This is an optimization exercise on Yosys and OpenROAD, whose aim is small area, a short achievable clock period and few clock cycles, not a production implementation. Function was checked by simulation only, so behaviour that the tests miss may differ from the original. Power is estimated from default activity; no workload was simulated.

## flow/run.sh

```bash
#!/bin/bash
# The standard layout (the standard.sh, unchanged synthesis script and
# settings from config.mk), with two changes to how cells are chosen:
# - ADDER_MAP_FILE is empty, so ORFS's synth.tcl skips extract_fa and ABC maps
#   the adder trees from plain gates (faster than sky130 fa_1 cells);
# - every input and output port still gets its own buffer, but a buf_4
#   instead of the clkdlybuf4s50_1 delay cell buffer_ports picks by default.
# Registers are unaffected.
set -euo pipefail
export ADDER_MAP_FILE=
export BUFFER_PORTS_ARGS="-buffer_cell sky130_fd_sc_hd__buf_4"
bash standard.sh > standard.log 2>&1
```

## standard.sh

```bash
#!/bin/bash
# synth_recipe.tcl (not shown) runs the flow's synth.tcl, then flattens the netlist and writes it again
# the make line also repeats each setting of config.mk as NAME=value (left out here)
make -C /OpenROAD-flow-scripts/flow DESIGN_CONFIG=/design/flow/config.mk WORK_HOME=/design/flow/orfs CLKGATE_MAP_FILE= SYNTH_SCRIPT=/design/flow/synth_recipe.tcl "${@:-finish}"
```

## config.mk

```make
export PLATFORM = sky130hd
export DESIGN_NAME = LMFE
export DESIGN_NICKNAME = LMFE
export VERILOG_FILES = /design/flow/design.v
export SDC_FILE = /design/flow/constraint.sdc
export NUM_CORES = 4
export LEC_CHECK = 0
export CAP_MARGIN = 20
export CORE_MARGIN = 2
export CORE_UTILIZATION = 40
export CTS_BUF_LIST = sky130_fd_sc_hd__clkbuf_16
export CTS_CLUSTER_DIAMETER = 60
export CTS_CLUSTER_SIZE = 30
export SETUP_SLACK_MARGIN = 3.2
export SLEW_MARGIN = 20
```

## constraint.sdc

```tcl
create_clock -name core_clock -period 6.0 [get_ports {clk}]
set_input_delay 1.2000 -clock core_clock [delete_from_list [all_inputs] [get_ports {clk}]]
set_output_delay 1.2000 -clock core_clock [all_outputs]
set_load 0.01 [all_outputs]
```

## design.v

```verilog
module LMFE ( clk, reset, Din, in_en, busy, out_valid, Dout, mem_cen, mem_wen, mem_addr, mem_d, mem_q);
input   clk;
input   reset;
input   in_en;
output  busy;
output  out_valid;
input   [7:0]  Din;
output  [7:0]  Dout;
output  mem_cen;
output  mem_wen;
output  [9:0]  mem_addr;
output  [7:0]  mem_d;
input   [7:0]  mem_q;
localparam S_PRE = 2'd0, S_RUN = 2'd1, S_FIN = 2'd2;
reg  [1:0]  state;
reg  [14:0] ldpos;       
reg  [2:0]  k;           
reg         busy_r, outv_r, cen_r, wen_r, seldin_r, accf;
reg  [9:0]  addr_r;
reg  [7:0]  din_r, dout_r;
assign busy      = busy_r;
assign out_valid = outv_r;
assign Dout      = dout_r;
assign mem_cen   = cen_r;
assign mem_wen   = wen_r;
assign mem_addr  = addr_r;
assign mem_d     = din_r;
wire [7:0] row6  = ldpos[14:7];
wire [6:0] ldcol = ldpos[6:0];
wire run = (state == S_RUN);
wire pre = (state == S_PRE);
wire [8:0] rr = {1'b0, row6} + {6'b0, k} - 9'd6;
wire rr_ok = ~rr[8] & ~rr[7];
  reg [7:0] P0;
  reg [7:0] P1;
  reg [7:0] P2;
  reg [7:0] P3;
  reg [7:0] P4;
  reg [7:0] P5;
  reg [7:0] P6;
  reg [7:0] P7;
  reg [7:0] P8;
  reg [7:0] P9;
  reg [7:0] P10;
  reg [7:0] P11;
  reg [7:0] P12;
  reg [7:0] P13;
  reg [7:0] P14;
  reg [7:0] P15;
  reg [7:0] P16;
  reg [7:0] P17;
  reg [7:0] P18;
  reg [7:0] P19;
  reg [7:0] P20;
  reg [7:0] P21;
  reg [7:0] P22;
  reg [7:0] P23;
  reg [7:0] P24;
  reg [7:0] P25;
  reg [7:0] P26;
  reg [7:0] P27;
  reg [7:0] P28;
  reg [7:0] P29;
  reg [7:0] P30;
  reg [7:0] P31;
  reg [7:0] P32;
  reg [7:0] P33;
  reg [7:0] P34;
  reg [7:0] P35;
  reg [7:0] P36;
  reg [7:0] P37;
  reg [7:0] P38;
  reg [7:0] P39;
  reg [7:0] P40;
  reg [7:0] P41;
  reg [7:0] P42;
  reg [7:0] P43;
  reg [7:0] P44;
  reg [7:0] P45;
  reg [7:0] P46;
  reg [7:0] P47;
  reg [7:0] P48;
  reg [7:0] P49;
  reg [7:0] P50;
  reg [7:0] P51;
  reg [7:0] P52;
  reg [7:0] P53;
  reg [7:0] P54;
  reg [7:0] P55;
  reg [7:0] P56;
  reg [7:0] P57;
  reg [7:0] P58;
  reg [7:0] P59;
  reg [7:0] P60;
  reg [7:0] P61;
  reg [7:0] P62;
wire [7:0] bus = seldin_r ? (in_en ? Din : 8'd0) : (cen_r ? 8'd0 : mem_q);
reg  [7:0] bus_rot;
always @(*) begin
  case (k)
      3'd0: bus_rot = {bus[7], bus[5], bus[4], bus[3], bus[2], bus[1], bus[0], bus[6]};
      3'd1: bus_rot = {bus[7], bus[1], bus[0], bus[6], bus[5], bus[4], bus[3], bus[2]};
      3'd2: bus_rot = {bus[7], bus[4], bus[3], bus[2], bus[1], bus[0], bus[6], bus[5]};
      3'd3: bus_rot = {bus[7], bus[0], bus[6], bus[5], bus[4], bus[3], bus[2], bus[1]};
      3'd4: bus_rot = {bus[7], bus[3], bus[2], bus[1], bus[0], bus[6], bus[5], bus[4]};
      3'd5: bus_rot = {bus[7], bus[6], bus[5], bus[4], bus[3], bus[2], bus[1], bus[0]};
      3'd6: bus_rot = {bus[7], bus[2], bus[1], bus[0], bus[6], bus[5], bus[4], bus[3]};
    default: bus_rot = bus;
  endcase
end
always @(posedge clk) begin
    P0 <= bus_rot;
    P1 <= P0;
    P2 <= P1;
    P3 <= P2;
    P4 <= P3;
    P5 <= P4;
    P6 <= P5;
    P7 <= P6;
    P8 <= P7;
    P9 <= P8;
    P10 <= P9;
    P11 <= P10;
    P12 <= P11;
    P13 <= P12;
    P14 <= P13;
    P15 <= P14;
    P16 <= P15;
    P17 <= P16;
    P18 <= P17;
    P19 <= P18;
    P20 <= P19;
    P21 <= P20;
    P22 <= P21;
    P23 <= P22;
    P24 <= P23;
    P25 <= P24;
    P26 <= P25;
    P27 <= P26;
    P28 <= P27;
    P29 <= P28;
    P30 <= P29;
    P31 <= P30;
    P32 <= P31;
    P33 <= P32;
    P34 <= P33;
    P35 <= P34;
    P36 <= P35;
    P37 <= P36;
    P38 <= P37;
    P39 <= P38;
    P40 <= P39;
    P41 <= P40;
    P42 <= P41;
    P43 <= P42;
    P44 <= P43;
    P45 <= P44;
    P46 <= P45;
    P47 <= P46;
    P48 <= P47;
    P49 <= P48;
    P50 <= P49;
    P51 <= P50;
    P52 <= P51;
    P53 <= P52;
    P54 <= P53;
    P55 <= P54;
    P56 <= P55;
    P57 <= P56;
    P58 <= P57;
    P59 <= P58;
    P60 <= P59;
    P61 <= P60;
    P62 <= P61;
end
wire [6:0] fcn = ldcol - 7'd3;      
reg  [6:0] colact;                  
reg  [4:0] k0;                      
always @(*) begin
  case (fcn)
    7'd0:   begin colact = 7'b0001111; k0 = 5'd4;  end
    7'd1:   begin colact = 7'b0011111; k0 = 5'd11; end
    7'd2:   begin colact = 7'b0111111; k0 = 5'd18; end
    7'd125: begin colact = 7'b1111110; k0 = 5'd18; end
    7'd126: begin colact = 7'b1111100; k0 = 5'd11; end
    7'd127: begin colact = 7'b1111000; k0 = 5'd4;  end
    default: begin colact = 7'b1111111; k0 = 5'd25; end
  endcase
end
wire [48:0] msb;
  assign msb[0] = P0[7];
  assign msb[1] = P1[7];
  assign msb[2] = P2[7];
  assign msb[3] = P3[7];
  assign msb[4] = P4[7];
  assign msb[5] = P5[7];
  assign msb[6] = P6[7];
  assign msb[7] = P7[7];
  assign msb[8] = P8[7];
  assign msb[9] = P9[7];
  assign msb[10] = P10[7];
  assign msb[11] = P11[7];
  assign msb[12] = P12[7];
  assign msb[13] = P13[7];
  assign msb[14] = P14[7];
  assign msb[15] = P15[7];
  assign msb[16] = P16[7];
  assign msb[17] = P17[7];
  assign msb[18] = P18[7];
  assign msb[19] = P19[7];
  assign msb[20] = P20[7];
  assign msb[21] = P21[7];
  assign msb[22] = P22[7];
  assign msb[23] = P23[7];
  assign msb[24] = P24[7];
  assign msb[25] = P25[7];
  assign msb[26] = P26[7];
  assign msb[27] = P27[7];
  assign msb[28] = P28[7];
  assign msb[29] = P29[7];
  assign msb[30] = P30[7];
  assign msb[31] = P31[7];
  assign msb[32] = P32[7];
  assign msb[33] = P33[7];
  assign msb[34] = P34[7];
  assign msb[35] = P35[7];
  assign msb[36] = P36[7];
  assign msb[37] = P37[7];
  assign msb[38] = P38[7];
  assign msb[39] = P39[7];
  assign msb[40] = P40[7];
  assign msb[41] = P41[7];
  assign msb[42] = P42[7];
  assign msb[43] = P43[7];
  assign msb[44] = P44[7];
  assign msb[45] = P45[7];
  assign msb[46] = P46[7];
  assign msb[47] = P47[7];
  assign msb[48] = P48[7];
reg  [2:0] ccr;                            
reg  [2:0] CC0, CC1, CC2, CC3, CC4, CC5;    
reg  [5:0] sreg;                           
reg  [6:0] colact_n;                      
reg  [4:0] k0_n;
reg  [2:0] ccsel;
always @(*) begin
  case (k)
    3'd1:    ccsel = colact_n[2] ? CC1 : 3'd0;
    3'd2:    ccsel = colact_n[3] ? CC2 : 3'd0;
    3'd3:    ccsel = colact_n[4] ? CC3 : 3'd0;
    3'd4:    ccsel = colact_n[5] ? CC4 : 3'd0;
    3'd5:    ccsel = colact_n[6] ? CC5 : 3'd0;
    3'd6:    ccsel = colact_n[0] ? ccr : 3'd0;
    default: ccsel = 3'd0;
  endcase
end
wire [5:0] sbase = (k == 3'd1) ? (colact_n[1] ? {3'b0, CC0} : 6'd0) : sreg;
wire [5:0] snext = sbase + {3'b0, ccsel};
wire [5:0] sfin  = sreg + {3'b0, colact_n[0] ? ccr : 3'd0};    
always @(posedge clk) begin
  ccr <= ((k == 3'd0) ? 3'd0 : ccr) + {2'b0, ~bus[7]};
  if (k == 3'd0) begin
    CC0 <= ccr; CC1 <= CC0; CC2 <= CC1; CC3 <= CC2; CC4 <= CC3; CC5 <= CC4;
  end
  sreg <= snext;
  if (k == 3'd0) begin
    colact_n <= colact;
    k0_n     <= k0;
  end
end
wire e7 = colact_n[0] & ~msb[0];               
wire [5:0] z7 = sreg + {5'b0, e7};
reg lt0, lt1;
always @(posedge clk) begin
  lt0 <= (sfin < {1'b0, k0_n});
  lt1 <= (sfin < {1'b0, k0_n} - 6'd1);
end
wire d7 = e7 ? lt1 : lt0;                       
wire [5:0] minit = d7 ? (z7 - {1'b0, k0_n}) : (6'd0 - {1'b0, k0_n});
wire [48:0] act;
  assign act[0] = colact_n[0];
  assign act[1] = colact_n[0];
  assign act[2] = colact_n[0];
  assign act[3] = colact_n[0];
  assign act[4] = colact_n[0];
  assign act[5] = colact_n[0];
  assign act[6] = colact_n[0];
  assign act[7] = colact_n[1];
  assign act[8] = colact_n[1];
  assign act[9] = colact_n[1];
  assign act[10] = colact_n[1];
  assign act[11] = colact_n[1];
  assign act[12] = colact_n[1];
  assign act[13] = colact_n[1];
  assign act[14] = colact_n[2];
  assign act[15] = colact_n[2];
  assign act[16] = colact_n[2];
  assign act[17] = colact_n[2];
  assign act[18] = colact_n[2];
  assign act[19] = colact_n[2];
  assign act[20] = colact_n[2];
  assign act[21] = colact_n[3];
  assign act[22] = colact_n[3];
  assign act[23] = colact_n[3];
  assign act[24] = colact_n[3];
  assign act[25] = colact_n[3];
  assign act[26] = colact_n[3];
  assign act[27] = colact_n[3];
  assign act[28] = colact_n[4];
  assign act[29] = colact_n[4];
  assign act[30] = colact_n[4];
  assign act[31] = colact_n[4];
  assign act[32] = colact_n[4];
  assign act[33] = colact_n[4];
  assign act[34] = colact_n[4];
  assign act[35] = colact_n[5];
  assign act[36] = colact_n[5];
  assign act[37] = colact_n[5];
  assign act[38] = colact_n[5];
  assign act[39] = colact_n[5];
  assign act[40] = colact_n[5];
  assign act[41] = colact_n[5];
  assign act[42] = colact_n[6];
  assign act[43] = colact_n[6];
  assign act[44] = colact_n[6];
  assign act[45] = colact_n[6];
  assign act[46] = colact_n[6];
  assign act[47] = colact_n[6];
  assign act[48] = colact_n[6];
wire [48:0] finit = act & ~(msb ^ {49{d7}});
wire init = run & (k == 3'd0);
wire [61:0] tap;
  assign tap[0] = P0[0];
  assign tap[1] = P1[3];
  assign tap[2] = P2[6];
  assign tap[3] = P3[2];
  assign tap[4] = P4[5];
  assign tap[5] = P5[1];
  assign tap[6] = P6[4];
  assign tap[7] = P7[0];
  assign tap[8] = P8[3];
  assign tap[9] = P9[6];
  assign tap[10] = P10[2];
  assign tap[11] = P11[5];
  assign tap[12] = P12[1];
  assign tap[13] = P13[4];
  assign tap[14] = P14[0];
  assign tap[15] = P15[3];
  assign tap[16] = P16[6];
  assign tap[17] = P17[2];
  assign tap[18] = P18[5];
  assign tap[19] = P19[1];
  assign tap[20] = P20[4];
  assign tap[21] = P21[0];
  assign tap[22] = P22[3];
  assign tap[23] = P23[6];
  assign tap[24] = P24[2];
  assign tap[25] = P25[5];
  assign tap[26] = P26[1];
  assign tap[27] = P27[4];
  assign tap[28] = P28[0];
  assign tap[29] = P29[3];
  assign tap[30] = P30[6];
  assign tap[31] = P31[2];
  assign tap[32] = P32[5];
  assign tap[33] = P33[1];
  assign tap[34] = P34[4];
  assign tap[35] = P35[0];
  assign tap[36] = P36[3];
  assign tap[37] = P37[6];
  assign tap[38] = P38[2];
  assign tap[39] = P39[5];
  assign tap[40] = P40[1];
  assign tap[41] = P41[4];
  assign tap[42] = P42[0];
  assign tap[43] = P43[3];
  assign tap[44] = P44[6];
  assign tap[45] = P45[2];
  assign tap[46] = P46[5];
  assign tap[47] = P47[1];
  assign tap[48] = P48[4];
  assign tap[49] = P49[0];
  assign tap[50] = P50[3];
  assign tap[51] = P51[6];
  assign tap[52] = P52[2];
  assign tap[53] = P53[5];
  assign tap[54] = P54[1];
  assign tap[55] = P55[4];
  assign tap[56] = P56[0];
  assign tap[57] = P57[3];
  assign tap[58] = P58[6];
  assign tap[59] = P59[2];
  assign tap[60] = P60[5];
  assign tap[61] = P61[1];
wire [62:0] tapl;
  assign tapl[0] = 1'b0;
  assign tapl[1] = P1[0];
  assign tapl[2] = P2[3];
  assign tapl[3] = P3[6];
  assign tapl[4] = P4[2];
  assign tapl[5] = P5[5];
  assign tapl[6] = P6[1];
  assign tapl[7] = P7[4];
  assign tapl[8] = P8[0];
  assign tapl[9] = P9[3];
  assign tapl[10] = P10[6];
  assign tapl[11] = P11[2];
  assign tapl[12] = P12[5];
  assign tapl[13] = P13[1];
  assign tapl[14] = P14[4];
  assign tapl[15] = P15[0];
  assign tapl[16] = P16[3];
  assign tapl[17] = P17[6];
  assign tapl[18] = P18[2];
  assign tapl[19] = P19[5];
  assign tapl[20] = P20[1];
  assign tapl[21] = P21[4];
  assign tapl[22] = P22[0];
  assign tapl[23] = P23[3];
  assign tapl[24] = P24[6];
  assign tapl[25] = P25[2];
  assign tapl[26] = P26[5];
  assign tapl[27] = P27[1];
  assign tapl[28] = P28[4];
  assign tapl[29] = P29[0];
  assign tapl[30] = P30[3];
  assign tapl[31] = P31[6];
  assign tapl[32] = P32[2];
  assign tapl[33] = P33[5];
  assign tapl[34] = P34[1];
  assign tapl[35] = P35[4];
  assign tapl[36] = P36[0];
  assign tapl[37] = P37[3];
  assign tapl[38] = P38[6];
  assign tapl[39] = P39[2];
  assign tapl[40] = P40[5];
  assign tapl[41] = P41[1];
  assign tapl[42] = P42[4];
  assign tapl[43] = P43[0];
  assign tapl[44] = P44[3];
  assign tapl[45] = P45[6];
  assign tapl[46] = P46[2];
  assign tapl[47] = P47[5];
  assign tapl[48] = P48[1];
  assign tapl[49] = P49[4];
  assign tapl[50] = P50[0];
  assign tapl[51] = P51[3];
  assign tapl[52] = P52[6];
  assign tapl[53] = P53[2];
  assign tapl[54] = P54[5];
  assign tapl[55] = P55[1];
  assign tapl[56] = P56[4];
  assign tapl[57] = P57[0];
  assign tapl[58] = P58[3];
  assign tapl[59] = P59[6];
  assign tapl[60] = P60[2];
  assign tapl[61] = P61[5];
  assign tapl[62] = P62[1];
reg  [62:0] F0;
reg  [5:0] M0;
reg  [6:0] R0;
reg  [62:0] F1;
reg  [5:0] M1;
reg  [6:0] R1;
wire [62:0] Flast = F1;
wire [5:0] mlast = M1;
wire [6:0] Rlast = R1;
wire [61:0] xc = F0[61:0] & ~tap;
wire [6:0] y;
wire [5:0] mfirst = M0;
  wire c0_1;
  wire c0_2;
  assign c0_1 = xc[0] ^ xc[1] ^ xc[2];
  assign c0_2 = (xc[0] & xc[1]) | (xc[0] & xc[2]) | (xc[1] & xc[2]);
  wire c0_3;
  wire c0_4;
  assign c0_3 = xc[3] ^ xc[4] ^ xc[5];
  assign c0_4 = (xc[3] & xc[4]) | (xc[3] & xc[5]) | (xc[4] & xc[5]);
  wire c0_5;
  wire c0_6;
  assign c0_5 = xc[6] ^ xc[7] ^ xc[8];
  assign c0_6 = (xc[6] & xc[7]) | (xc[6] & xc[8]) | (xc[7] & xc[8]);
  wire c0_7;
  wire c0_8;
  assign c0_7 = xc[9] ^ xc[10] ^ xc[11];
  assign c0_8 = (xc[9] & xc[10]) | (xc[9] & xc[11]) | (xc[10] & xc[11]);
  wire c0_9;
  wire c0_10;
  assign c0_9 = xc[12] ^ xc[13] ^ xc[14];
  assign c0_10 = (xc[12] & xc[13]) | (xc[12] & xc[14]) | (xc[13] & xc[14]);
  wire c0_11;
  wire c0_12;
  assign c0_11 = xc[15] ^ xc[16] ^ xc[17];
  assign c0_12 = (xc[15] & xc[16]) | (xc[15] & xc[17]) | (xc[16] & xc[17]);
  wire c0_13;
  wire c0_14;
  assign c0_13 = xc[18] ^ xc[19] ^ xc[20];
  assign c0_14 = (xc[18] & xc[19]) | (xc[18] & xc[20]) | (xc[19] & xc[20]);
  wire c0_15;
  wire c0_16;
  assign c0_15 = xc[21] ^ xc[22] ^ xc[23];
  assign c0_16 = (xc[21] & xc[22]) | (xc[21] & xc[23]) | (xc[22] & xc[23]);
  wire c0_17;
  wire c0_18;
  assign c0_17 = xc[24] ^ xc[25] ^ xc[26];
  assign c0_18 = (xc[24] & xc[25]) | (xc[24] & xc[26]) | (xc[25] & xc[26]);
  wire c0_19;
  wire c0_20;
  assign c0_19 = xc[27] ^ xc[28] ^ xc[29];
  assign c0_20 = (xc[27] & xc[28]) | (xc[27] & xc[29]) | (xc[28] & xc[29]);
  wire c0_21;
  wire c0_22;
  assign c0_21 = xc[30] ^ xc[31] ^ xc[32];
  assign c0_22 = (xc[30] & xc[31]) | (xc[30] & xc[32]) | (xc[31] & xc[32]);
  wire c0_23;
  wire c0_24;
  assign c0_23 = xc[33] ^ xc[34] ^ xc[35];
  assign c0_24 = (xc[33] & xc[34]) | (xc[33] & xc[35]) | (xc[34] & xc[35]);
  wire c0_25;
  wire c0_26;
  assign c0_25 = xc[36] ^ xc[37] ^ xc[38];
  assign c0_26 = (xc[36] & xc[37]) | (xc[36] & xc[38]) | (xc[37] & xc[38]);
  wire c0_27;
  wire c0_28;
  assign c0_27 = xc[39] ^ xc[40] ^ xc[41];
  assign c0_28 = (xc[39] & xc[40]) | (xc[39] & xc[41]) | (xc[40] & xc[41]);
  wire c0_29;
  wire c0_30;
  assign c0_29 = xc[42] ^ xc[43] ^ xc[44];
  assign c0_30 = (xc[42] & xc[43]) | (xc[42] & xc[44]) | (xc[43] & xc[44]);
  wire c0_31;
  wire c0_32;
  assign c0_31 = xc[45] ^ xc[46] ^ xc[47];
  assign c0_32 = (xc[45] & xc[46]) | (xc[45] & xc[47]) | (xc[46] & xc[47]);
  wire c0_33;
  wire c0_34;
  assign c0_33 = xc[48] ^ xc[49] ^ xc[50];
  assign c0_34 = (xc[48] & xc[49]) | (xc[48] & xc[50]) | (xc[49] & xc[50]);
  wire c0_35;
  wire c0_36;
  assign c0_35 = xc[51] ^ xc[52] ^ xc[53];
  assign c0_36 = (xc[51] & xc[52]) | (xc[51] & xc[53]) | (xc[52] & xc[53]);
  wire c0_37;
  wire c0_38;
  assign c0_37 = xc[54] ^ xc[55] ^ xc[56];
  assign c0_38 = (xc[54] & xc[55]) | (xc[54] & xc[56]) | (xc[55] & xc[56]);
  wire c0_39;
  wire c0_40;
  assign c0_39 = xc[57] ^ xc[58] ^ xc[59];
  assign c0_40 = (xc[57] & xc[58]) | (xc[57] & xc[59]) | (xc[58] & xc[59]);
  wire c0_41;
  wire c0_42;
  assign c0_41 = xc[60] ^ xc[61] ^ mfirst[0];
  assign c0_42 = (xc[60] & xc[61]) | (xc[60] & mfirst[0]) | (xc[61] & mfirst[0]);
  wire c0_43;
  wire c0_44;
  assign c0_43 = c0_1 ^ c0_3 ^ c0_5;
  assign c0_44 = (c0_1 & c0_3) | (c0_1 & c0_5) | (c0_3 & c0_5);
  wire c0_45;
  wire c0_46;
  assign c0_45 = c0_7 ^ c0_9 ^ c0_11;
  assign c0_46 = (c0_7 & c0_9) | (c0_7 & c0_11) | (c0_9 & c0_11);
  wire c0_47;
  wire c0_48;
  assign c0_47 = c0_13 ^ c0_15 ^ c0_17;
  assign c0_48 = (c0_13 & c0_15) | (c0_13 & c0_17) | (c0_15 & c0_17);
  wire c0_49;
  wire c0_50;
  assign c0_49 = c0_19 ^ c0_21 ^ c0_23;
  assign c0_50 = (c0_19 & c0_21) | (c0_19 & c0_23) | (c0_21 & c0_23);
  wire c0_51;
  wire c0_52;
  assign c0_51 = c0_25 ^ c0_27 ^ c0_29;
  assign c0_52 = (c0_25 & c0_27) | (c0_25 & c0_29) | (c0_27 & c0_29);
  wire c0_53;
  wire c0_54;
  assign c0_53 = c0_31 ^ c0_33 ^ c0_35;
  assign c0_54 = (c0_31 & c0_33) | (c0_31 & c0_35) | (c0_33 & c0_35);
  wire c0_55;
  wire c0_56;
  assign c0_55 = c0_37 ^ c0_39 ^ c0_41;
  assign c0_56 = (c0_37 & c0_39) | (c0_37 & c0_41) | (c0_39 & c0_41);
  wire c0_57;
  wire c0_58;
  assign c0_57 = c0_2 ^ c0_4 ^ c0_6;
  assign c0_58 = (c0_2 & c0_4) | (c0_2 & c0_6) | (c0_4 & c0_6);
  wire c0_59;
  wire c0_60;
  assign c0_59 = c0_8 ^ c0_10 ^ c0_12;
  assign c0_60 = (c0_8 & c0_10) | (c0_8 & c0_12) | (c0_10 & c0_12);
  wire c0_61;
  wire c0_62;
  assign c0_61 = c0_14 ^ c0_16 ^ c0_18;
  assign c0_62 = (c0_14 & c0_16) | (c0_14 & c0_18) | (c0_16 & c0_18);
  wire c0_63;
  wire c0_64;
  assign c0_63 = c0_20 ^ c0_22 ^ c0_24;
  assign c0_64 = (c0_20 & c0_22) | (c0_20 & c0_24) | (c0_22 & c0_24);
  wire c0_65;
  wire c0_66;
  assign c0_65 = c0_26 ^ c0_28 ^ c0_30;
  assign c0_66 = (c0_26 & c0_28) | (c0_26 & c0_30) | (c0_28 & c0_30);
  wire c0_67;
  wire c0_68;
  assign c0_67 = c0_32 ^ c0_34 ^ c0_36;
  assign c0_68 = (c0_32 & c0_34) | (c0_32 & c0_36) | (c0_34 & c0_36);
  wire c0_69;
  wire c0_70;
  assign c0_69 = c0_38 ^ c0_40 ^ c0_42;
  assign c0_70 = (c0_38 & c0_40) | (c0_38 & c0_42) | (c0_40 & c0_42);
  wire c0_71;
  wire c0_72;
  assign c0_71 = c0_43 ^ c0_45 ^ c0_47;
  assign c0_72 = (c0_43 & c0_45) | (c0_43 & c0_47) | (c0_45 & c0_47);
  wire c0_73;
  wire c0_74;
  assign c0_73 = c0_49 ^ c0_51 ^ c0_53;
  assign c0_74 = (c0_49 & c0_51) | (c0_49 & c0_53) | (c0_51 & c0_53);
  wire c0_75;
  wire c0_76;
  assign c0_75 = c0_44 ^ c0_46 ^ c0_48;
  assign c0_76 = (c0_44 & c0_46) | (c0_44 & c0_48) | (c0_46 & c0_48);
  wire c0_77;
  wire c0_78;
  assign c0_77 = c0_50 ^ c0_52 ^ c0_54;
  assign c0_78 = (c0_50 & c0_52) | (c0_50 & c0_54) | (c0_52 & c0_54);
  wire c0_79;
  wire c0_80;
  assign c0_79 = c0_56 ^ c0_57 ^ c0_59;
  assign c0_80 = (c0_56 & c0_57) | (c0_56 & c0_59) | (c0_57 & c0_59);
  wire c0_81;
  wire c0_82;
  assign c0_81 = c0_61 ^ c0_63 ^ c0_65;
  assign c0_82 = (c0_61 & c0_63) | (c0_61 & c0_65) | (c0_63 & c0_65);
  wire c0_83;
  wire c0_84;
  assign c0_83 = c0_67 ^ c0_69 ^ mfirst[1];
  assign c0_84 = (c0_67 & c0_69) | (c0_67 & mfirst[1]) | (c0_69 & mfirst[1]);
  wire c0_85;
  wire c0_86;
  assign c0_85 = c0_58 ^ c0_60 ^ c0_62;
  assign c0_86 = (c0_58 & c0_60) | (c0_58 & c0_62) | (c0_60 & c0_62);
  wire c0_87;
  wire c0_88;
  assign c0_87 = c0_64 ^ c0_66 ^ c0_68;
  assign c0_88 = (c0_64 & c0_66) | (c0_64 & c0_68) | (c0_66 & c0_68);
  wire c0_89;
  wire c0_90;
  assign c0_89 = c0_70 ^ mfirst[2];
  assign c0_90 = c0_70 & mfirst[2];
  wire c0_91;
  wire c0_92;
  assign c0_91 = c0_71 ^ c0_73 ^ c0_55;
  assign c0_92 = (c0_71 & c0_73) | (c0_71 & c0_55) | (c0_73 & c0_55);
  wire c0_93;
  wire c0_94;
  assign c0_93 = c0_72 ^ c0_74 ^ c0_75;
  assign c0_94 = (c0_72 & c0_74) | (c0_72 & c0_75) | (c0_74 & c0_75);
  wire c0_95;
  wire c0_96;
  assign c0_95 = c0_77 ^ c0_79 ^ c0_81;
  assign c0_96 = (c0_77 & c0_79) | (c0_77 & c0_81) | (c0_79 & c0_81);
  wire c0_97;
  wire c0_98;
  assign c0_97 = c0_76 ^ c0_78 ^ c0_80;
  assign c0_98 = (c0_76 & c0_78) | (c0_76 & c0_80) | (c0_78 & c0_80);
  wire c0_99;
  wire c0_100;
  assign c0_99 = c0_82 ^ c0_84 ^ c0_85;
  assign c0_100 = (c0_82 & c0_84) | (c0_82 & c0_85) | (c0_84 & c0_85);
  wire c0_101;
  wire c0_102;
  assign c0_101 = c0_87 ^ c0_89;
  assign c0_102 = c0_87 & c0_89;
  wire c0_103;
  wire c0_104;
  assign c0_103 = c0_86 ^ c0_88 ^ c0_90;
  assign c0_104 = (c0_86 & c0_88) | (c0_86 & c0_90) | (c0_88 & c0_90);
  wire c0_105;
  wire c0_106;
  assign c0_105 = c0_92 ^ c0_93 ^ c0_95;
  assign c0_106 = (c0_92 & c0_93) | (c0_92 & c0_95) | (c0_93 & c0_95);
  wire c0_107;
  wire c0_108;
  assign c0_107 = c0_94 ^ c0_96 ^ c0_97;
  assign c0_108 = (c0_94 & c0_96) | (c0_94 & c0_97) | (c0_96 & c0_97);
  wire c0_109;
  wire c0_110;
  assign c0_109 = c0_99 ^ c0_101;
  assign c0_110 = c0_99 & c0_101;
  wire c0_111;
  wire c0_112;
  assign c0_111 = c0_98 ^ c0_100 ^ c0_102;
  assign c0_112 = (c0_98 & c0_100) | (c0_98 & c0_102) | (c0_100 & c0_102);
  wire c0_113;
  wire c0_114;
  assign c0_113 = c0_103 ^ mfirst[3];
  assign c0_114 = c0_103 & mfirst[3];
  reg [14:0] pr0;
  always @(posedge clk) pr0 <= {mfirst[5], mfirst[4], c0_104, c0_114, c0_112, c0_113, c0_111, c0_110, c0_108, c0_109, c0_107, c0_106, c0_83, c0_105, c0_91};
  wire cz_1;
  wire cz_2;
  assign cz_1 = pr0[3] ^ pr0[4] ^ pr0[5];
  assign cz_2 = (pr0[3] & pr0[4]) | (pr0[3] & pr0[5]) | (pr0[4] & pr0[5]);
  wire cz_3;
  wire cz_4;
  assign cz_3 = pr0[6] ^ pr0[7] ^ pr0[8];
  assign cz_4 = (pr0[6] & pr0[7]) | (pr0[6] & pr0[8]) | (pr0[7] & pr0[8]);
  wire cz_5;
  wire cz_6;
  assign cz_5 = pr0[10] ^ pr0[11] ^ pr0[12];
  assign cz_6 = (pr0[10] & pr0[11]) | (pr0[10] & pr0[12]) | (pr0[11] & pr0[12]);
  wire cz_7;
  wire cz_8;
  assign cz_7 = cz_2 ^ cz_3 ^ pr0[9];
  assign cz_8 = (cz_2 & cz_3) | (cz_2 & pr0[9]) | (cz_3 & pr0[9]);
  wire cz_9;
  wire cz_10;
  assign cz_9 = cz_4 ^ cz_5 ^ pr0[13];
  assign cz_10 = (cz_4 & cz_5) | (cz_4 & pr0[13]) | (cz_5 & pr0[13]);
  wire cz_11;
  wire cz_12;
  assign cz_11 = cz_10 ^ cz_6 ^ pr0[14];
  assign cz_12 = (cz_10 & cz_6) | (cz_10 & pr0[14]) | (cz_6 & pr0[14]);
  wire [6:0] ya = {cz_12, cz_11, cz_8, cz_7, cz_1, pr0[1], pr0[0]};
  wire [6:0] yb = {1'b0, 1'b0, cz_9, 1'b0, 1'b0, pr0[2], 1'b0};
  assign y = ya + yb;
wire d = ~y[6];
wire [62:0] Fu1 = Flast & tapl;
wire [62:0] Fu0 = Flast & ~tapl;
wire [62:0] Fi  = {{(63-50){1'b0}}, finit, 1'b0};
always @(posedge clk) begin
  F1 <= {F0[61:0], 1'b0};
  M1 <= M0;
  R1 <= R0;
  F0 <= d ? (init ? Fi : {Fu1[61:0], 1'b0}) : (init ? Fi : {Fu0[61:0], 1'b0});
  if (init) begin
    M0 <= minit;
    R0 <= {6'b0, d7};
  end else begin
    M0 <= d ? y[5:0] : mlast;
    R0 <= {Rlast[5:0], d};
  end
  dout_r <= {Rlast, d};    
end
always @(posedge clk or posedge reset) begin
  if (reset) begin
    state    <= S_PRE;
    ldpos    <= 15'd0;
    k        <= 3'd0;
    busy_r   <= 1'b0;
    outv_r   <= 1'b0;
    cen_r    <= 1'b1;
    wen_r    <= 1'b1;
    seldin_r <= 1'b0;
  end else begin
    outv_r   <= 1'b0;
    seldin_r <= 1'b0;
    case (state)
      S_PRE: begin
        busy_r <= 1'b0;
        cen_r  <= ~in_en;
        wen_r  <= 1'b0;
        if (in_en) begin
          ldpos <= ldpos + 15'd1;
          if (ldpos == 15'd383) begin
            state    <= S_RUN;
            k        <= 3'd0;
            seldin_r <= 1'b1;
          end
        end
      end
      S_RUN: begin
        k        <= (k == 3'd6) ? 3'd0 : k + 3'd1;
        busy_r   <= ~((k == 3'd6) && (ldpos < 15'd16383));
        seldin_r <= (k == 3'd6);
        if (k == 3'd6) begin
          cen_r <= ~accf;
          wen_r <= 1'b0;
          ldpos <= ldpos + 15'd1;
        end else begin
          cen_r <= ~rr_ok;
          wen_r <= 1'b1;
        end
        if (k == 3'd0) begin
          outv_r <= (ldpos >= 15'd390);
          if (ldpos == 15'd16773) state <= S_FIN;
        end
      end
      default: begin
        busy_r <= 1'b1;
        cen_r  <= 1'b1;
        wen_r  <= 1'b1;
      end
    endcase
  end
end
always @(posedge clk) begin
  if ((pre || (run && k == 3'd0)) && in_en) din_r <= Din;
  if (run && k == 3'd0) accf <= in_en;
  if (pre || (run && k == 3'd6)) addr_r <= ldpos[9:0];
  else if (run) addr_r <= {rr[2:0], ldcol};
end
endmodule
```

==> flow_summary.yaml, run 1 <==
yosys:
  synth_edf_count: 47
  syn_inst: 1677
  ys_async_sr_fraction_pct: 3.487
  ys.flop_type: "dfxtp_1"
  ys_ff_latch: 717
  seq_area_frac_synth_pct: 69.29
  ys_warn_count: 1
  syn_avg_cell_area_um2: 12.87
  syn_area_um2: 21580
  synth_cell_types: 63
  synth_nets: 1696
floorplan:
  dieHeight_um: 236.3
  die_x_um: 236.3
  die_area_um2: 55820
  num_rows: 85
  num_io_pins: 49
  core-area_um2: 53600
  start_util_pct: 40.26
sta:
  fmax_ghz: 0.3647
  skew_ns: 0.02646
  period_minus_slack_ns: 2.742
  tightest_slew_ns: 0.9215
  finalSetupViolCount: 0
  relSlewSlack_pct: 38.19
  fin_tns_setup_ns: 0
  drv_slew: 0
  timing.final.crit_share_pct: 45.70
  hold_viol_final: 0
  rsz0062_at_grt: "true"
critical_path:
  ff2ff_path_depth: 6
  crit_path_start_kind: "flop"
  path_class: "reg2reg"
  critPathMaxStageDelay_ns: 0.50
  ff2ff_setup_slack_ns: 3.26
  crit_slowest_cell: "xor3_2"
  worstReg2RegStart: "F0[3]"
  required_ns: 6.46
  critPathCaptureType: "flop"
  r2r_end: "pr0[6]"
  arrival_ns: 3.20
  cp_cell_sequence: "nor2b_1 > xor3_2 > xor3_2 > maj3_2 > maj3_1 > maj3_1"
  crit_fanout: 2
grt:
  grt_max_degree: 43
  grt_pass1_vias: 11310
  grt_usage_pct: 13.44
  grt-ovfl-total: 0
  antenna_found_initial: 1
  grt_first_pass_wirelength_mm: 59.73
cts:
  clk_pin_slew_ns: 0.09
  htreeDepth: 2
  ctsLongestPathBuffers: 3
  cts_buffers: 39
  postCtsHoldBufs: 0
  clkSinkCount: 717
  clock_tree.root_cell: "clkbuf_16"
  cts_tree: "yes"
  clk_latency_ns: 0.58
final_layout:
  diodes: 0
  final_nets: 1761
  drive_gt1_share_pct: 11.63
  syn_to_final_growth_pct: 13.57
  n_fill_cell: 4849
run:
  maxCapViolCount: 0
min_path:
  holdPathStages: 0
  hp-class: "reg2reg"
  holdCritStartpoint: "P21[6]"
  hold_path_end: "P22[6]"
drt:
  drt_wl_total_mm: 37.81
  viasPerCell: 4.602
  routedWlPerCell_um: 15.33
  drc: 0
  first_iter_violations: 527
  ant_nets: 0
  vias: 11350
  dr.pass1.iters: 5
power:
  ir_worst_vdd_mv: 0.2846
  total_power_uw: 9324
  p_per_area_nw_per_um2: 380.5
  leakage_uw: 0.009461
place:
  place_congestion: 0.8115
  dp_hpwl_mm: 24.37
  port_buffers: 48
status:
  status: "no timing/DRC/antenna violations"
-- sequential cells by signal, indices dropped and copies added, names as in the netlist, 10 cells and up --
signal  count
F0         61
F1         59
addr_r     10
ldpos      15
pr0        14
-- cells in the final DEF, fill, tap and decap left out, types with 22 or more instances in the layout --
master | Yosys | final
dfxtp_1 | 645 | 642
xnor2_1 | 195 | 184
nand2_1 | 118 | 118
buf_4 | 2 | 71
xor2_1 | 50 | 50
nor2b_1 | 61 | 48
maj3_1 | 53 | 48
o22ai_1 | 48 | 48
edfxtp_1 | 47 | 47
o21ai_0 | 48 | 47
nor2_1 | 45 | 45
clkbuf_16 | 0 | 43
a21oi_1 | 41 | 40
nand3_1 | 23 | 22
inv_1 | 20 | 22
-- critical path, delay by kind of cell (launching register included) --
kind,cells,cell delay (ns)
fa+ha+maj,3,1.12
xor+xnor,2,0.97
flops,1,0.33
simple gates,1,0.19
-- cell usage after synthesis (18+ instances only) --
library cell | number | share of area, %
dfxtp_1 | 645 | 60
xnor2_1 | 195 | 7.9
nand2_1 | 118 | 2.1
nor2b_1 | 61 | 1.8
maj3_1 | 53 | 2.5
xor2_1 | 50 | 2.0
o21ai_0 | 48 | 1.1
o22ai_1 | 48 | 1.4
edfxtp_1 | 47 | 6.5
nor2_1 | 45 | 0.78
clkbuf_1 | 42 | 0.73
a21oi_1 | 41 | 0.95
dfrtp_1 | 23 | 2.7
nand3_1 | 23 | 0.53
inv_1 | 20 | 0.35
a22oi_1 | 19 | 0.66
and2_1 | 18 | 0.52
-- metrics by stage --
step / setup WS (ns) / std cells / hold WS [ns] / util, % / cell area, µm²
global placement: 2.796 / 2372 / 0.3097 / 42.22 / 22630
CTS: 3.209 / 2449 / 0.3135 / 45.06 / 24150
finish: 3.258 / 2467 / 0.3108 / 45.72 / 24510
detailed placement: 2.738 / 2372 / 0.3121 / 42.22 / 22630
global route: 3.135 / 2467 / 0.3075 / 45.72 / 24510
floorplan: 3.259 / 1677 / 0.3096 / - / 21580
-- metal layers --
metal | part of all wire, % | up-vias | track usage (%)
met3 | 4.0 | 53 | 2.621
met4 | 2.0 | 0 | 3.951
met5 | 0 | - | 0
met2 | 48 | 181 | 22.60
met1 | 46 | 5399 | 17.58
li1 | - | 5720 | -
-- cells by family after synthesis --
family	synth area share [%]
buffers and inverters	1.635
AOI/OAI and AO/OA	6.181
DFF	69.29
xor gates and xnor gates	11.99
muxes	0.5219
and+or+nand+nor	7.921
adders and majority gates	2.459
-- power breakdown --
group | internal (µW) | switching [µW]
logic | 455 | 463
clock network | 1450 | 1690
registers | 5060 | 209
-- layout make-up --
class,count,area [µm²],share of cell area [%]
timing repair buffer,80,674.4,2.752
multi-input combinational,882,6485,26.46
clock buffer,41,1026,4.187
inverter,22,82.58,0.3370
tap,696,870.8,3.554
sequential,717,14970,61.07
clock inverter,29,400.4,1.634
-- repair_timing --
action	in CTS	in global routing
pin swaps	4	11
gates resized for setup	12	55
setup buffers	6	16
cloned	1	2
setup endpoints to repair	89	78
-- worst max-delay path by stage --
| stage | cells after the start | from | slack [ns] | end |
|---|---|---|---|---|
| 3_3_place_gp | 7 | k[2] | 2.80 | state[0] |
| 2_1_floorplan | 7 | k[2] | 3.26 | state[0] |
| 4_1_cts | 8 | P17[2] | 3.21 | pr0[6] |
| 6_report | 6 | F0[3] | 3.26 | pr0[6] |
| 3_5_place_dp | 9 | k[0] | 2.74 | sreg[5] |
| 5_1_grt | 10 | pr0[4] | 3.14 | M0[4] |
Testbench counts, summed over its fixed seeds: cycles 1,381,296.
==> run 2, diff against run 1 <==
--- a/config.mk
+++ b/config.mk
@@ -13,3 +13,3 @@
 export CTS_CLUSTER_SIZE = 30
-export SETUP_SLACK_MARGIN = 3.2
+export SETUP_SLACK_MARGIN = 3.3
 export SLEW_MARGIN = 20
==> flow_summary.yaml, run 2 <==
status:
  status: "no timing/DRC/antenna violations"
floorplan:
  dieHeight_um: 236.3
  start_util_pct: 40.26
  num_io_pins: 49
  num_rows: 85
  die_x_um: 236.3
  core-area_um2: 53600
  die_area_um2: 55820
yosys:
  synth_most_common_cell: "dfxtp_1"
  syn_avg_cell_area_um2: 12.87
  synth_top_area_share_pct: 59.84
  synth_nets: 1696
  synth_area_leaders: "dfxtp_1 60%, xnor2_1 7.9%, edfxtp_1 6.5%"
  seq_area_frac_synth_pct: 69.29
  ys_async_sr_fraction_pct: 3.487
  synth_commonest_cells: "645 x dfxtp_1, 195 x xnor2_1, 118 x nand2_1"
  synth.largest_area_cell: "dfxtp_1"
  ys_ff_latch: 717
  synth_cell_types: 63
  ys.flop_type: "dfxtp_1"
  syn_inst: 1677
  syn_area_um2: 21580
  ys_warn_count: 1
  synth_edf_count: 47
sta:
  fmax_ghz: 0.3696
  relSlewSlack_pct: 37.13
  skew_ns: 0.03576
  hold_viol_final: 0
  rsz0062_at_grt: "true"
  layout_setup_ws_ns: 3.294
  tightest_slew_ns: 0.9420
  hold_ws_ns: 0.3024
  drv_slew: 0
  finalSetupViolCount: 0
  timing.final.crit_share_pct: 45.09
  fin_tns_setup_ns: 0
  period_minus_slack_ns: 2.706
run:
  maxCapViolCount: 0
place:
  dp_cells: 2372
  place_congestion: 0.8061
  port_buffers: 48
  pre_cts_slack_ns: 2.870
  dp_hpwl_mm: 24.00
drt:
  ant_nets: 0
  dr.pass1.iters: 4
  routedWlPerCell_um: 15.10
  first_iter_violations: 510
  drt_wl_total_mm: 37.55
  drc: 0
  viasPerCell: 4.614
  vias: 11480
critical_path:
  ff2ff_path_depth: 12
  r2r_end: "M0[4]"
  crit_start: "pr0[11]"
  ff2ff_setup_slack_ns: 3.29
  arrival_ns: 3.16
  path_class: "reg2reg"
  required_ns: 6.46
  critPathCaptureType: "flop"
  crit_path_start_kind: "flop"
  cp-endpoint: "M0[4]"
  crit_fanout: 8
  worstReg2RegStart: "pr0[11]"
final_layout:
  largest_reg_flops: 61
  mostFrequentLayoutCells: "636 x dfxtp_1, 179 x xnor2_1, 118 x nand2_1"
  regMostFlops: "F0"
  diodes: 0
  final_nets: 1779
  stdcell_count: 2487
  final_core_utilization_pct: 46.39
  syn_to_final_growth_pct: 15.24
  layout_commonest_cell: "dfxtp_1"
  drive_gt1_share_pct: 14.13
  reg.largest.list: "F0 x61, F1 x59, ldpos x15"
grt:
  grt-ovfl-total: 0
  grt_first_pass_wirelength_mm: 59.17
  antenna_found_initial: 0
  grt_max_degree: 78
  grt_usage_pct: 13.19
  grt_pass1_vias: 11380
cts:
  clock_tree.root_cell: "clkbuf_16"
  postCtsHoldBufs: 0
  clk_latency_ns: 0.61
  clk_pin_slew_ns: 0.09
  cts_buffers: 40
  clkSinkCount: 717
  cts_tree: "yes"
  ctsLongestPathBuffers: 3
  htreeDepth: 2
min_path:
  hp-class: "reg2reg"
power:
  leakage_uw: 0.009624
  p_per_area_nw_per_um2: 375.9
  ir_worst_vdd_mv: 0.1885
## run 2: cell counts after synthesis
No cell type changed its count.
## run 2: critical path: stages (launching register included)
cell	delay, ns
dfxtp_2	0.34
xnor3_2	0.45
xnor3_1	0.24
a21oi_1	0.07
o21ai_1	0.15
nand2_2	0.13
and3_4	0.20
a211oi_4	0.22
buf_4	0.17
buf_6	0.12
buf_12	0.15
mux2i_4	0.23
mux2i_1	0.09
## run 2: where the power goes
part           leakage [µW]  internal, µW  switching [µW]
Clock              0.000708          1400            1740
Sequential          0.00609          5050             208
Combinational       0.00283           469             472
Total               0.00962          6930            2420
## run 2: routing by layer
| layer | GRT usage, % | up-vias | part of all wire (%) |
|---|---|---|---|
| li1 | - | 5756 | - |
| met1 | 16.86 | 5467 | 46 |
| met2 | 22.00 | 184 | 47 |
| met3 | 2.762 | 68 | 3.6 |
| met4 | 4.987 | 0 | 3.2 |
| met5 | 0 | - | 0 |
## run 2: what timing repair did
action	CTS	global route
setup endpoints to repair	77	76
hold endpoints to repair	0	0
gates resized for setup	51	58
pin swaps	16	25
buffers inserted	19	16
cloned	2	5
## run 2: worst min-delay path by stage
stage,from,depth (start not counted),to,slack [ns]
floorplan,M0[5],0,M1[5],0.31
global placement,P46[6],0,P47[6],0.31
detailed placement,P11[0],0,P12[0],0.31
CTS,P0[0],0,P1[0],0.30
global route,P0[0],0,P1[0],0.30
finish,P1[4],0,P2[4],0.30
## run 2: cell type report
cell class	count	area (µm²)
Sequential cell	717	14970
Tap cell	696	870.8
Clock buffer	40	1001
Timing Repair inverter	1	5.005
Multi-Input combinational cell	881	6584
Clock inverter	33	449.2
Inverter	22	87.58
Fill cell	4854	28730
Timing Repair Buffer	97	904.6
## run 2: metrics by stage
step           total power, µW  cell area [µm²]
2_1_floorplan             6032            21580
3_3_place_gp              6233            22640
3_5_place_dp              6262            22640
4_1_cts                   9431            24420
5_1_grt                   9775            24870
6_report                  9348            24870
## run 2: cell families after synthesis
| group | synth area share [%] |
|---|---|
| buf+inv | 1.635 |
| flops | 69.29 |
| fa+ha+maj | 2.459 |
| xor+xnor | 11.99 |
| compound gates | 6.181 |
| simple gates | 7.921 |
| mux | 0.5219 |
==> run 3, diff against run 2 <==
--- a/config.mk
+++ b/config.mk
@@ -13,3 +13,3 @@
 export CTS_CLUSTER_SIZE = 30
-export SETUP_SLACK_MARGIN = 3.3
+export SETUP_SLACK_MARGIN = 3.45
 export SLEW_MARGIN = 20
==> flow_summary.yaml, run 3 <==
yosys:
  synthSimpleGateAreaFrac_pct: 7.921
  synth_commonest_cells: "645 x dfxtp_1, 195 x xnor2_1, 118 x nand2_1"
  synth_top_area_share_pct: 59.84
  ys_ff_latch: 717
  synth_nets: 1696
  ys_warn_count: 1
  synth_top_family_by_area: "XOR/XNOR gates"
  synth_cell_types: 63
  syn_avg_cell_area_um2: 12.87
  syn_inst: 1677
  synth_area_leaders: "dfxtp_1 60%, xnor2_1 7.9%, edfxtp_1 6.5%"
  synth-adder-area-share_pct: 2.459
  synth_compound_area_share_pct: 6.181
  synth.largest_area_cell: "dfxtp_1"
  synth_most_common_cell: "dfxtp_1"
  synth.area.mux_share_pct: 0.5219
  seq_area_frac_synth_pct: 69.29
  synth_edf_count: 47
  ys.flop_type: "dfxtp_1"
  synthXorXnorAreaFrac_pct: 11.99
  ys_async_sr_fraction_pct: 3.487
  syn_area_um2: 21580
sta:
  finalSetupViolCount: 0
  skew_ns: 0.03056
  period_minus_slack_ns: 2.645
  timing.final.crit_share_pct: 44.08
  fin_tns_setup_ns: 0
  tightest_slew_ns: 0.9114
  drv_slew: 0
  hold_viol_final: 0
  rsz0062_at_grt: "true"
  relSlewSlack_pct: 38.87
  fmax_ghz: 0.3781
critical_path:
  critPathMaxStageDelay_ns: 0.43
  arrival_ns: 3.11
  crit_path_start_kind: "flop"
  crit_fanout: 6
  required_ns: 6.46
  cp_cell_sequence: "xnor3_2 > xnor3_1 > a21oi_1 > o21ai_1 > nand2_2 > a21oi_4 > a211oi_4 > buf_12 > buf_12 > clkbuf_16 > xnor2_1 > o22ai_1"
  crit_path_frequent_cell: "buf_12"
  crit_slowest_cell: "xnor3_2"
  crit_start: "pr0[11]"
  worstReg2RegStart: "pr0[11]"
  ff2ff_setup_slack_ns: 3.36
  critPathCaptureType: "flop"
  path_class: "reg2reg"
grt:
  antenna_found_initial: 0
  grt_usage_pct: 13.93
  grt-ovfl-total: 0
  grt-busiest-layer: "met2"
  grt_pass1_vias: 11590
  grt_max_degree: 39
  grt.met3_usage_pct: 2.106
  grt_first_pass_wirelength_mm: 61.71
  globalRouteMet1Util_pct: 17.75
  grt.met2_usage_pct: 24.10
min_path:
  hp-class: "reg2reg"
  holdCritStartpoint: "P4[1]"
place:
  place_congestion: 0.7982
  port_buffers: 48
  dpl_cell_area_um2: 22640
  dp_hpwl_mm: 24.15
final_layout:
  reg.largest.list: "F0 x61, F1 x59, ldpos x15"
  final_nets: 1793
  final_core_utilization_pct: 47.31
  largest_reg_flops: 61
  seq_area_um2: 14990
  fin_area_um2: 25360
  drive_gt1_share_pct: 18.97
  syn_to_final_growth_pct: 17.51
  layout_commonest_cell: "dfxtp_1"
  diodes: 0
  multi_input_comb_area_um2: 6882
  n_fill_cell: 4773
  mostFrequentLayoutCells: "623 x dfxtp_1, 165 x xnor2_1, 117 x nand2_1"
  regMostFlops: "F0"
drt:
  viasPerCell: 4.652
  vias: 11630
  drc: 0
  dr.pass1.iters: 5
  first_iter_violations: 585
  drt_wl_total_mm: 39.10
  routedWlPerCell_um: 15.64
  ant_nets: 0
cts:
  postCtsHoldBufs: 0
  clock_tree.root_cell: "clkbuf_16"
  htreeDepth: 2
  cts_tree: "yes"
  clk_pin_slew_ns: 0.10
  clk_latency_ns: 0.60
  ctsLongestPathBuffers: 3
  clkSinkCount: 717
  cts_buffers: 38
floorplan:
  die_x_um: 236.3
  die_area_um2: 55820
  num_rows: 85
  num_io_pins: 49
  dieHeight_um: 236.3
  start_util_pct: 40.26
  core-area_um2: 53600
power:
  ir_worst_vdd_mv: 0.2025
  leakage_uw: 0.009868
  p_per_area_nw_per_um2: 366.5
run:
  maxCapViolCount: 0
status:
  status: "no timing/DRC/antenna violations"
[run 3: cell families (layout without fill, tap and decap cells)]
| logic type | Yosys count | count (layout) |
|---|---|---|
| flops | 717 | 717 |
| simple gates | 342 | 342 |
| xor+xnor | 264 | 264 |
| compound gates | 211 | 211 |
| buf+inv | 79 | 205 |
| fa+ha+maj | 53 | 53 |
| mux | 11 | 11 |
[run 3: final timing paths]
kind / cells after the start / to
min in group asynchronous: 2 / k[0]
max in group asynchronous: 2 / k[2]
worst min register to register: 0 / P5[1]
worst max-delay path: 12 / F0[49]
worst max register to register: 12 / F0[49]
worst min-delay path: 0 / P5[1]
[run 3: through the flow]
stage	setup slack, ns	power [µW]	std cells	hold slack [ns]
after floorplan	3.455	6032	1677	0.3096
after global placement	2.440	6237	2370	0.3098
after detailed placement	2.307	6270	2370	0.3121
after CTS	3.421	9365	2479	0.3161
after global routing	3.235	9717	2499	0.3138
final	3.355	9292	2499	0.3145
[run 3: layout make-up]
cell class | instances | area share [%]
Tap cell | 696 | 3.434
Clock inverter | 31 | 1.569
Clock buffer | 38 | 3.750
Timing Repair inverter | 1 | 0.01974
Inverter | 22 | 0.3454
Timing Repair Buffer | 113 | 4.633
Multi-Input combinational cell | 881 | 27.14
Sequential cell | 717 | 59.11
[run 3: what timing repair did]
action	4_1_cts	5_1_grt
setup endpoints to repair	104	82
resized for setup	114	81
buffers inserted	32	17
endpoints found under the hold margin	0	0
cloned	8	3
pin swaps	32	50
[run 3: worst max-delay path: cells and delay by family (launching register included)]
kind	cells	cell delay, ns
and+or+nand+nor	1	0.13
buffers and inverters	3	0.46
xor gates and xnor gates	3	0.91
AOI/OAI and AO/OA	5	0.67
DFF	1	0.34
[run 3: report_power, final]
part	internal [µW]	switching, µW	leakage (µW)	total [µW]
logic	515	490	0.00312	1000
registers	5060	214	0.00609	5270
clock network	1330	1690	0.000659	3020
[run 3: layer usage]
| layer | vias up | wire length, µm | share of wire, % |
|---|---|---|---|
| met5 | - | 0 | 0 |
| met1 | 5599 | 17840 | 46 |
| met3 | 64 | 1282 | 3.3 |
| met4 | 0 | 1022 | 2.6 |
| met2 | 168 | 18950 | 48 |
| li1 | 5795 | - | - |
==> run 4, diff against run 3 <==
--- a/config.mk
+++ b/config.mk
@@ -11,5 +11,5 @@
 export CTS_BUF_LIST = sky130_fd_sc_hd__clkbuf_16
-export CTS_CLUSTER_DIAMETER = 60
+export CTS_CLUSTER_DIAMETER = 90
 export CTS_CLUSTER_SIZE = 30
-export SETUP_SLACK_MARGIN = 3.45
+export SETUP_SLACK_MARGIN = 3.4
 export SLEW_MARGIN = 20
==> flow_summary.yaml, run 4 <==
status:
  status: "no timing/DRC/antenna violations"
min_path:
  hold_path_end: "P5[3]"
  holdCritStartpoint: "P4[3]"
  hp-class: "reg2reg"
  holdPathStages: 0
critical_path:
  critPathCaptureType: "flop"
  crit_path_frequent_cell: "buf_12"
  r2r_end: "F0[27]"
  cp_cell_sequence: "xnor3_2 > xnor3_1 > a21oi_1 > o21ai_1 > nand2_2 > and3_4 > a211oi_4 > buf_12 > buf_8 > buf_12 > buf_16 > xnor2_1 > o22ai_1"
  crit_family: "XOR/XNOR gates"
  worstReg2RegStart: "pr0[12]"
  crit_path_start_kind: "flop"
  crit_slowest_cell: "xnor3_2"
  crit_buf_inv: 4
  required_ns: 6.47
  crit_fanout: 5
  arrival_ns: 3.13
  ff2ff_setup_slack_ns: 3.34
  path_class: "reg2reg"
  critPathMaxStageDelay_ns: 0.45
  ff2ff_path_depth: 13
yosys:
  synth_nets: 1696
  ys.flop_type: "dfxtp_1"
  syn_area_um2: 21580
  seq_area_frac_synth_pct: 69.29
  ys_async_sr_fraction_pct: 3.487
  synth_cell_types: 63
  synth_commonest_cells: "645 x dfxtp_1, 195 x xnor2_1, 118 x nand2_1"
  syn_inst: 1677
  ys_warn_count: 1
  synth_most_common_cell: "dfxtp_1"
  synth_area_leaders: "dfxtp_1 60%, xnor2_1 7.9%, edfxtp_1 6.5%"
  ys_ff_latch: 717
  syn_avg_cell_area_um2: 12.87
  synth_top_area_share_pct: 59.84
  synth_edf_count: 47
  synth.largest_area_cell: "dfxtp_1"
place:
  dpl_cell_area_um2: 22640
  dp_cells: 2372
  pre_cts_slack_ns: 2.870
  port_buffers: 48
  dp_hpwl_mm: 24.00
  place_congestion: 0.8061
sta:
  drv_slew: 0
  timing.final.crit_share_pct: 44.26
  period_minus_slack_ns: 2.656
  fmax_ghz: 0.3766
  relSlewSlack_pct: 38.11
  skew_ns: 0.02232
  hold_viol_final: 0
  finalSetupViolCount: 0
  rsz0062_at_grt: "true"
  fin_tns_setup_ns: 0
  hold_ws_ns: 0.3207
  tightest_slew_ns: 0.9273
  layout_setup_ws_ns: 3.344
grt:
  grt_pass1_vias: 11310
  antenna_found_initial: 0
  grt_usage_pct: 13.10
  grt-ovfl-total: 0
  grt_max_degree: 78
  grt_first_pass_wirelength_mm: 59.31
drt:
  drc: 0
  viasPerCell: 4.633
  vias: 11470
  drt_wl_total_mm: 38.19
  routedWlPerCell_um: 15.42
  dr.pass1.iters: 6
  first_iter_violations: 588
  ant_nets: 0
cts:
  cts_tree: "yes"
  clk_latency_ns: 0.62
  clkSinkCount: 717
  cts_buffers: 30
  clock_tree.root_cell: "clkbuf_16"
  htreeDepth: 1
  ctsLongestPathBuffers: 3
  clk_pin_slew_ns: 0.11
power:
  p_per_area_nw_per_um2: 344.0
  ir_worst_vdd_mv: 0.2200
  intPower_uw: 6596
  leakage_uw: 0.009744
  switching_power_uw: 2126
  seqPwrFrac_pct: 60.5
  combPwrFrac_pct: 11.0
  p_clk_share_pct: 28.5
  swShare_pct: 24.37
floorplan:
  start_util_pct: 40.26
  num_io_pins: 49
  num_rows: 85
  die_x_um: 236.3
  dieHeight_um: 236.3
  die_area_um2: 55820
  core-area_um2: 53600
final_layout:
  syn_to_final_growth_pct: 17.50
  stdcell_count: 2476
  final_nets: 1789
  diodes: 0
  multi_input_comb_area_um2: 7142
  n_fill_cell: 4757
  seq_area_um2: 14990
  layout_commonest_cell: "dfxtp_1"
  mostFrequentLayoutCells: "616 x dfxtp_1, 133 x xnor2_1, 117 x nand2_1"
  fin_area_um2: 25350
  drive_gt1_share_pct: 19.49
  largest_reg_flops: 61
  reg.largest.list: "F0 x61, F1 x59, ldpos x15"
  regMostFlops: "F0"
run:
  maxCapViolCount: 0
[run 4: cell counts after synthesis]
Identical to the previous run, type by type.
[run 4: worst max path at each step]
stage / depth (start not counted) / start / end
after floorplan: 8 / F0[26] / pr0[6]
after detailed placement: 6 / colact_n[0] / F0[25]
after global placement: 6 / colact_n[0] / F0[28]
final: 13 / pr0[12] / F0[27]
after CTS: 12 / pr0[12] / F0[17]
after global routing: 10 / k[2] / sreg[5]
[run 4: kinds of logic (layout without fill, tap and decap cells)]
| family | count (synthesis) | count (layout) | synth area share, % |
|---|---|---|---|
| flip-flops | 717 | 717 | 69.29 |
| AND/OR/NAND/NOR | 342 | 342 | 7.921 |
| XOR/XNOR | 264 | 264 | 11.99 |
| AO/OA/AOI/OAI | 211 | 211 | 6.181 |
| buffers and inverters | 79 | 182 | 1.635 |
| adder cells (fa/ha/maj) | 53 | 53 | 2.459 |
| multiplexers | 11 | 11 | 0.5219 |
[run 4: repair_timing]
action | CTS | global route
pin swaps | 17 | 99
gates resized for setup | 74 | 161
hold buffers | 0 | 0
endpoints found under the setup margin | 81 | 70
buffers inserted | 22 | 26
cloned | 6 | 8
[run 4: routing by layer]
layer | GRT usage [%] | vias to the layer above | share of wire, %
met3 | 1.908 | 50 | 3.1
met5 | 0 | - | 0
li1 | - | 5754 | -
met2 | 22.64 | 174 | 49
met1 | 16.93 | 5494 | 45
met4 | 4.066 | 0 | 2.5
[run 4: worst reg2reg max path, stage by stage, from the launching register on]
cell	delay (ns)
dfxtp_2	0.34
xnor3_2	0.45
xnor3_1	0.25
a21oi_1	0.07
o21ai_1	0.15
nand2_2	0.11
and3_4	0.17
a211oi_4	0.24
buf_12	0.18
buf_8	0.12
buf_12	0.10
buf_16	0.13
xnor2_1	0.12
o22ai_1	0.10
[run 4: cell type report]
| cell class | count | area share [%] |
|---|---|---|
| clock inverters | 11 | 0.6662 |
| clock buffers | 31 | 3.060 |
| multi-input cells | 881 | 28.17 |
| flip-flops and latches | 717 | 59.12 |
| well taps | 696 | 3.435 |
| repair buffers | 117 | 5.182 |
| inverters | 22 | 0.3454 |
| repair inverters | 1 | 0.01974 |
[run 4: through the flow]
stage | total power (µW) | utilization, %
2_1_floorplan | 6032 | -
3_3_place_gp | 6233 | 42.23
3_5_place_dp | 6262 | 42.23
4_1_cts | 8768 | 45.10
5_1_grt | 9108 | 47.30
6_report | 8721 | 47.30
[run 4: power groups by stage]
stage | clock (µW) | combinational, µW | sequential [µW]
2_1_floorplan | 0 | 775 | 5260
3_5_place_dp | 0 | 891 | 5370
3_3_place_gp | 0 | 870 | 5360
5_1_grt | 2740 | 1060 | 5310
4_1_cts | 2580 | 919 | 5270
6_report | 2490 | 957 | 5270

[static timing again, ports no longer ideal]
The flow's constraints put no driver on any port. The routed layouts listed below were extracted and timed again, unchanged, in two steps.
Step 1 assumes that a clkbuf_16 drives the clock port and a buf_2 every other input.
Step 2, shift: input delay + t, output delay - t, t = (earliest + latest rising clock arrival at the registers) / 2. This alone moves slack from input paths to output paths.
a / b / c = no drivers / after step 1 / after step 2; a / b = the first two.
run	shift t [ns]	setup slack, ns	hold slack, ns	worst setup path at the end	pins driven straight from the clock port
run 1	0.625	3.258 / 3.258 / 3.114	0.311 / 0.311 / 0.311	input to register	1
run 2	0.650	3.294 / 3.294 / 3.054	0.302 / 0.302 / 0.302	input to register	1
run 3	0.639	3.355 / 3.355 / 3.086	0.314 / 0.314 / 0.314	input to register	1
run 4	0.663	3.344 / 3.344 / 3.092	0.321 / 0.321 / 0.321	input to register	1
After both steps every run listed still meets setup and hold. For run 3, which loses most, drivers alone change the setup slack by 0.000 ns; drivers and shift together by -0.269 ns.
